This design comes from an exercise in tuning for a short achievable clock period and few clock cycles on the open sky130 flow, not from production work. Function was checked by simulation only, so behaviour that the tests miss may differ from the original. Power is estimated from default activity; no workload was simulated.

==> inputs of job 3336 <==
## mp3_datapath
module mp3_datapath
(
	input clk,
	input rst,
	input logic [31:0] data_mem_rdata,
	input logic [31:0] instr_mem_rdata,
	input cache_hit,
	output logic [31:0] instr_mem_addr,
	output logic [31:0] data_mem_addr,
	output logic [3:0] data_mem_byte_en,
	output logic [31:0] data_mem_wdata,
	output logic data_mem_read,
	output logic data_mem_write
);
clock: 15.0 ns
lec_check: 0
abc_clock_period_in_ps: 4000
cap_margin: 20
core_margin: 2
core_utilization: 35
slew_margin: 20
standard.sh (not shown) runs the stock make flow with config.mk's settings and CLKGATE_MAP_FILE= SYNTH_SCRIPT=/design/flow/synth_recipe.tcl, a recipe that flattens the netlist after the stock synthesis.
==> flow/flow/run.sh <==
#!/bin/bash
# Standard ORFS layout; repair_timing aims for setup slack well beyond the
# clock period's needs so the achieved period is pushed down.
set -euo pipefail
bash standard.sh SETUP_SLACK_MARGIN=10.5 finish > flow_make.log 2>&1
==> inputs of job 1048, as changes to job 3336 <==
--- a/flow/design.v
+++ b/flow/design.v
@@ -978,15 +978,15 @@
 localparam logic [6:0] OP_STORE = 7'b0100011;
 localparam logic [6:0] OP_IMM   = 7'b0010011;
 localparam logic [6:0] OP_REG   = 7'b0110011;
 logic [31:0] pc_f;
 logic          btb_v   [NB];
 logic [1:0]    btb_ctr [NB];
 logic [TW-1:0] btb_tag [NB];
-logic [31:0]   btb_tgt [NB];
+logic [15:2]   btb_tgt [NB];    
 logic          btb_ret [NB];
 logic [31:0]   ras;
 logic        f2_v;
 logic [31:0] f2_pc, f2_pn;
 logic        f2_hit, f2_tk;
 logic [1:0]  f2_ctr;
 logic        use_ibuf;
@@ -1015,27 +1015,27 @@
 logic [1:0]  w_a;
 logic        w2_we;
 logic [4:0]  w2_rd;
 logic [31:0] w2_res;
 logic          u_we, u_tgt_we, u_valid, u_ret;
 logic [BI-1:0] u_idx;
 logic [TW-1:0] u_tag;
-logic [31:0]   u_tgt;
+logic [15:2]   u_tgt;
 logic [1:0]    u_ctr;
 logic [31:0] rf [32];
 logic [BI-1:0] f_idx;
 logic          f_hit, f_taken;
 logic [31:0]   f_pn;
 logic [1:0]    f_ctr;
 assign instr_mem_addr = pc_f;
 assign f_idx = pc_f[TL-1:2];
 assign f_hit = btb_v[f_idx] && (btb_tag[f_idx] == pc_f[TH:TL]);
 assign f_ctr = btb_ctr[f_idx];
 assign f_taken = f_hit && f_ctr[1];
-assign f_pn = f_taken ? (btb_ret[f_idx] ? ras : btb_tgt[f_idx]) : pc_f + 32'd4;
+assign f_pn = f_taken ? (btb_ret[f_idx] ? ras : {pc_f[31:16], btb_tgt[f_idx], 2'b00}) : pc_f + 32'd4;
 logic [31:0] f2_ins;
 assign f2_ins = use_ibuf ? ibuf : instr_mem_rdata;
 logic [6:0]  d_op;
 logic [2:0]  d_f3;
 logic [4:0]  d_rs1, d_rs2, d_rdf;
 logic        d_lui, d_auipc, d_jal, d_jalr, d_br, d_load, d_store, d_imm, d_reg;
 logic        d_use1, d_use2, d_wr;
@@ -1063,27 +1063,45 @@
 assign d_wr   = (d_rdf != 5'd0) & (d_lui | d_auipc | d_jal | d_jalr | d_load | d_imm | d_reg);
 assign d_iimm = {{21{d_ir[31]}}, d_ir[30:20]};
 assign d_simm = {{21{d_ir[31]}}, d_ir[30:25], d_ir[11:7]};
 assign d_bimm = {{20{d_ir[31]}}, d_ir[7], d_ir[30:25], d_ir[11:8], 1'b0};
 assign d_uimm = {d_ir[31:12], 12'h000};
 assign d_jimm = {{12{d_ir[31]}}, d_ir[19:12], d_ir[20], d_ir[30:21], 1'b0};
 assign d_imm_v = d_store ? d_simm : d_iimm;
-assign d_tgt = d_pc + (d_jal ? d_jimm : d_bimm);
+logic [31:0] d_off;
+assign d_off = d_jal ? d_jimm : d_bimm;
+assign d_tgt = d_pc + d_off;
+function automatic logic addeq(input logic [31:0] a, input logic [31:0] b, input logic [31:0] c);
+	logic [31:0] x, g, ok;
+	x = a ^ b;
+	g = a & b;
+	ok[0] = x[0] == c[0];
+	for (int i = 1; i < 32; i++)
+		ok[i] = (x[i] ^ c[i]) == (g[i-1] | (x[i-1] & ~c[i-1]));
+	addeq = &ok;
+endfunction
 assign d_pc4 = d_pc + 32'd4;
 assign d_auipc_v = d_pc + d_uimm;
 assign d_pre = d_lui ? d_uimm : (d_auipc ? d_auipc_v : d_pc4);
-assign d_r1 = (d_rs1 == 5'd0) ? 32'd0 : ((w2_we && w2_rd == d_rs1) ? w2_res : rf[d_rs1]);
-assign d_r2 = (d_rs2 == 5'd0) ? 32'd0 : ((w2_we && w2_rd == d_rs2) ? w2_res : rf[d_rs2]);
+function automatic logic [31:0] dval(input logic [4:0] rs, input logic [31:0] rfv);
+	if (rs == 5'd0) dval = 32'd0;
+	else if (m_v && m_wr && m_rd == rs) dval = m_res;
+	else if (w_v && w_wr && w_rd == rs) dval = w_res;
+	else if (w2_we && w2_rd == rs) dval = w2_res;
+	else dval = rfv;
+endfunction
+logic [31:0] d_rf1, d_rf2;
+assign d_rf1 = rf[d_rs1];
+assign d_rf2 = rf[d_rs2];
+assign d_r1 = dval(d_rs1, d_rf1);
+assign d_r2 = dval(d_rs2, d_rf2);
 function automatic logic [2:0] fwd_sel(input logic [4:0] rs);
-	fwd_sel = 3'b000;
-	if (rs != 5'd0) begin
-		if (e_v && e_wr && e_rd == rs) fwd_sel = 3'b001;
-		else if (m_v && m_wr && m_rd == rs) fwd_sel = 3'b010;
-		else if (w_v && w_wr && w_rd == rs) fwd_sel = 3'b100;
-	end
+	if (rs != 5'd0 && e_v && e_wr && e_rd == rs) fwd_sel = 3'b001;
+	else if (rs != 5'd0 && !(m_v && m_wr && m_rd == rs) && w_v && w_wr && w_load && w_rd == rs) fwd_sel = 3'b010;
+	else fwd_sel = 3'b100;
 endfunction
 assign d_fa = fwd_sel(d_rs1);
 assign d_fb = fwd_sel(d_rs2);
 function automatic logic ld_dep(input logic [4:0] rs);
 	ld_dep = (rs != 5'd0) &&
 	       ((e_v && e_load && e_rd == rs) || (m_v && m_load && m_rd == rs));
 endfunction
@@ -1095,19 +1113,20 @@
 assign d_redir = d_v && !d_tk && (d_jal || (d_br && d_ir[31]) || d_ret);
 assign d_rtgt  = d_ret ? ras : d_tgt;
 assign d_pn2   = d_redir ? d_rtgt : d_pn;
 logic [31:0] x_a, x_b, x_sd;
 logic [31:0] x_sum, x_bn, x_res, x_sll, x_sr;
 logic        x_lt, x_ltu, x_eq, x_cond, x_taken;
 logic        x_jeq, x_mis;
+logic        mis_t, mis_n;    
 logic [31:0] x_redir;
 logic [31:0] x_wdata;
 logic [3:0]  x_be;
 function automatic logic [31:0] fwd(input logic [31:0] r, input logic [2:0] s);
-	fwd = s[0] ? m_res : (s[1] ? w_res : (s[2] ? w2_res : r));
+	fwd = ({32{s[0]}} & m_res) | ({32{s[1]}} & w2_res) | ({32{s[2]}} & r);
 endfunction
 assign x_a  = fwd(e_a, e_fa);
 assign x_b  = fwd(e_b, e_fb);
 assign x_sd = fwd(e_sd, e_fs);
 assign x_bn  = e_sub ? ~x_b : x_b;
 assign x_sum = x_a + x_bn + {31'd0, e_sub};
 assign x_sll = x_a << x_b[4:0];
@@ -1149,15 +1168,15 @@
 	jok[1] = (jx[1] ^ e_pn[1]) == jg[0];
 	for (int i = 2; i < 32; i++)
 		jok[i] = (jx[i] ^ e_pn[i]) == (jg[i-1] | (jx[i-1] & ~e_pn[i-1]));
 end
 assign x_jeq = &jok;
 assign x_taken = e_jal | e_jalr | (e_br & x_cond);
 logic x_mis_j;
-assign x_mis   = e_v & ~e_jalr & (x_taken ? ~e_eq_tgt : ~e_eq_pc4);
+assign x_mis   = x_taken ? mis_t : mis_n;
 assign x_mis_j = e_v & e_jalr & ~x_jeq;
 assign x_redir = x_taken ? e_tgt : e_pc4;
 always_comb begin
 	case (e_f3[1:0])
 		2'b00: begin x_wdata = {4{x_sd[7:0]}};  x_be = 4'b0001 << x_sum[1:0]; end
 		2'b01: begin x_wdata = {2{x_sd[15:0]}}; x_be = x_sum[1] ? 4'b1100 : 4'b0011; end
 		default: begin x_wdata = x_sd;          x_be = 4'b1111; end
@@ -1174,14 +1193,26 @@
 		default: l_val = data_mem_rdata;
 	endcase
 end
 logic redirect, stall;
 logic pend;
 logic [31:0] p_tgt;
 assign redirect = x_mis | x_mis_j | pend;
+logic [31:0] pc_norm, pc_t, pc_n, pc_next;
+always_comb begin
+	if (pend) pc_norm = p_tgt;
+	else if (stall) pc_norm = pc_f;
+	else if (d_redir) pc_norm = d_rtgt;
+	else pc_norm = f_pn;
+end
+assign mis_t = e_v & ~e_jalr & ~e_eq_tgt;
+assign mis_n = e_v & ~e_jalr & ~e_eq_pc4;
+assign pc_t = mis_t ? e_tgt : pc_norm;
+assign pc_n = mis_n ? e_pc4 : pc_norm;
+assign pc_next = x_taken ? pc_t : pc_n;
 assign stall = d_hz;
 always_ff @(posedge clk) begin
 	if (rst) begin
 		pc_f <= 32'h00000060;
 		f2_v <= 1'b0;
 		use_ibuf <= 1'b0;
 		d_v <= 1'b0;
@@ -1191,29 +1222,26 @@
 		w2_we <= 1'b0;
 		u_we <= 1'b0;
 		pend <= 1'b0;
 		data_mem_read <= 1'b0;
 		data_mem_write <= 1'b0;
 	end else if (cache_hit) begin
 		pend <= x_mis_j;
+		pc_f <= pc_next;
 		if (redirect) begin
-			if (pend) pc_f <= p_tgt;
-			else if (x_mis) pc_f <= x_redir;
 			f2_v <= 1'b0;
 			use_ibuf <= 1'b0;
 			d_v <= 1'b0;
 		end else if (stall) begin
 			if (f2_v && !use_ibuf) use_ibuf <= 1'b1;
 		end else if (d_redir) begin
-			pc_f <= d_rtgt;
 			f2_v <= 1'b0;
 			use_ibuf <= 1'b0;
 			d_v <= 1'b0;
 		end else begin
-			pc_f <= f_pn;
 			f2_v <= 1'b1;
 			use_ibuf <= 1'b0;
 			d_v <= f2_v;
 		end
 		e_v <= d_v & ~stall & ~redirect;
 		m_v <= e_v;
 		w_v <= m_v;
@@ -1221,17 +1249,15 @@
 		u_we <= e_v & ((e_br | e_jal | e_jalr) ? (x_taken | e_hit) : e_hit);
 		data_mem_read <= e_v & e_load;
 		data_mem_write <= e_v & e_store;
 	end
 end
 always_ff @(posedge clk) begin
 	if (cache_hit) begin
-		if (!redirect && stall) begin
-			if (f2_v && !use_ibuf) ibuf <= instr_mem_rdata;
-		end
+		if (stall && f2_v && !use_ibuf) ibuf <= instr_mem_rdata;
 		if (d_v && !stall && (d_jal || d_jalr) && d_rdf != 5'd0) ras <= d_pc4;
 		if (!stall) begin
 			f2_pc  <= pc_f;
 			f2_pn  <= f_pn;
 			f2_hit <= f_hit;
 			f2_tk  <= f_taken;
 			f2_ctr <= f_ctr;
@@ -1253,23 +1279,23 @@
 		e_sub     <= d_reg & d_ir[30] & (d_f3 == 3'b000);
 		e_sra     <= d_ir[30];
 		e_f3      <= d_f3;
 		e_a       <= d_r1;
 		e_b       <= d_use2 & ~d_store ? d_r2 : d_imm_v;
 		e_sd      <= d_r2;
 		e_fa      <= d_fa;
-		e_fb      <= (d_use2 & ~d_store) ? d_fb : 3'b000;
+		e_fb      <= (d_use2 & ~d_store) ? d_fb : 3'b100;
 		e_fs      <= d_fb;
 		e_pre     <= d_pre;
 		e_pc      <= d_pc;
 		e_pc4     <= d_pc4;
 		e_tgt     <= d_tgt;
 		e_pn      <= d_pn2;
-		e_eq_tgt  <= d_pn2 == d_tgt;
-		e_eq_pc4  <= d_pn2 == d_pc4;
+		e_eq_tgt  <= d_redir | addeq(d_pc, d_off, d_pn);
+		e_eq_pc4  <= d_redir ? (d_off == 32'd4) : addeq(d_pc, 32'd4, d_pn);
 		e_hit     <= d_hit;
 		e_ret     <= d_ret;
 		e_ctr     <= d_ctr;
 		m_wr   <= e_wr;
 		m_load <= e_load;
 		m_rd   <= e_rd;
 		m_res  <= x_res;
@@ -1284,15 +1310,15 @@
 		w_f3   <= m_f3;
 		w_a    <= data_mem_addr[1:0];
 		w2_rd  <= w_rd;
 		w2_res <= w_load ? l_val : w_res;
 		u_idx    <= e_pc[TL-1:2];
 		u_tag    <= e_pc[TH:TL];
 		p_tgt    <= {x_sum[31:1], 1'b0};
-		u_tgt    <= e_jalr ? {x_sum[31:1], 1'b0} : x_redir;
+		u_tgt    <= e_jalr ? x_sum[15:2] : x_redir[15:2];
 		u_tgt_we <= x_taken;
 		u_valid  <= e_br | e_jal | e_jalr;
 		u_ret    <= e_ret;
 		if (e_jal | e_jalr)
 			u_ctr <= 2'b11;
 		else if (!e_hit)
 			u_ctr <= 2'b10;
==> flow/flow/run.sh (replaced) <==
#!/bin/bash
# Standard ORFS layout; repair_timing aims for setup slack well beyond the
# clock period's needs so the achieved period is pushed down.
set -euo pipefail
bash standard.sh SETUP_SLACK_MARGIN=11 finish > flow_make.log 2>&1
==> qor summary <==
| metric | job 3336 | job 1048 |
|---|---|---|
| Adder-cell share of the synthesized area | 0.0191 | 0.0300 |
| Delay of the slowest cell on the worst path | 0.41 ns | 0.52 ns |
| Register share of the cell area | 0.537 | 0.500 |
| Power Total | 23,000 uW | 19,700 uW |
| Final-layout clock buffer total | 446 | 377 |
| Pin count of the biggest net entering global routing | 145 | 84 |
| Number of non-clock inverters | 218 | 238 |
| Average wire per standard cell | 34.9 um | 35.1 um |
| Average size of a mapped cell | 16.6 um^2 | 15.7 um^2 |
| Status | no timing/DRC/antenna violations | no timing/DRC/antenna violations |
| Internal power component | 16,900 uW | 14,200 uW |
| Max Clk Rate | 0.190 GHz | 0.199 GHz |
| Number of antenna violations at the first check in global routing | 45 | 28 |
| Cell variety after synth | 97 | 91 |
| Inst Count DP | 14,700 | 13,000 |
| Sequential Area | 97,500 um^2 | 79,800 um^2 |
| Post-synth EDFFs | 3,206 | 2,612 |
| Register-to-Register Path Depth | 25 | 18 |
| Final design utilization | 0.422 | 0.433 |
| Number of placement rows | 241 | 223 |
| Share of the yosys chip area belonging to registers | 0.645 | 0.616 |
Testbench counts of job 3336, summed over its fixed seeds: cycles 66,023.
Testbench counts of job 1048, summed over its fixed seeds: cycles 66,023.

==> port drivers added, routing unchanged <==
Ports are ideal in the flow. The routed layouts listed here were re-timed in OpenROAD.
Step 1 (the two cells are an assumption about what drives the block):
set clk [get_ports {clk}]
set_driving_cell -lib_cell sky130_fd_sc_hd__clkbuf_16 $clk
set_driving_cell -lib_cell sky130_fd_sc_hd__buf_2 [delete_from_list [all_inputs] $clk]
Step 2 times the ports against the registers' clock, not the clock port: input delays grow and output delays shrink by t, the midpoint of the rising clock arrivals with the driver on.
a / b / c = ideal / step 1 / step 2; a / b = the first two.
run | t (ns) | setup slack, ns | hold slack, ns
job 3336 | 1.020 | 9.723 / 9.723 / 9.409 | 0.398 / 0.398 / 0.398
job 1048 | 1.004 | 9.980 / 9.980 / 9.390 | 0.404 / 0.404 / 0.404
After both steps every run listed still meets setup and hold. For job 1048, which loses most, drivers alone change the setup slack by 0.000 ns; drivers and shift together by -0.590 ns.
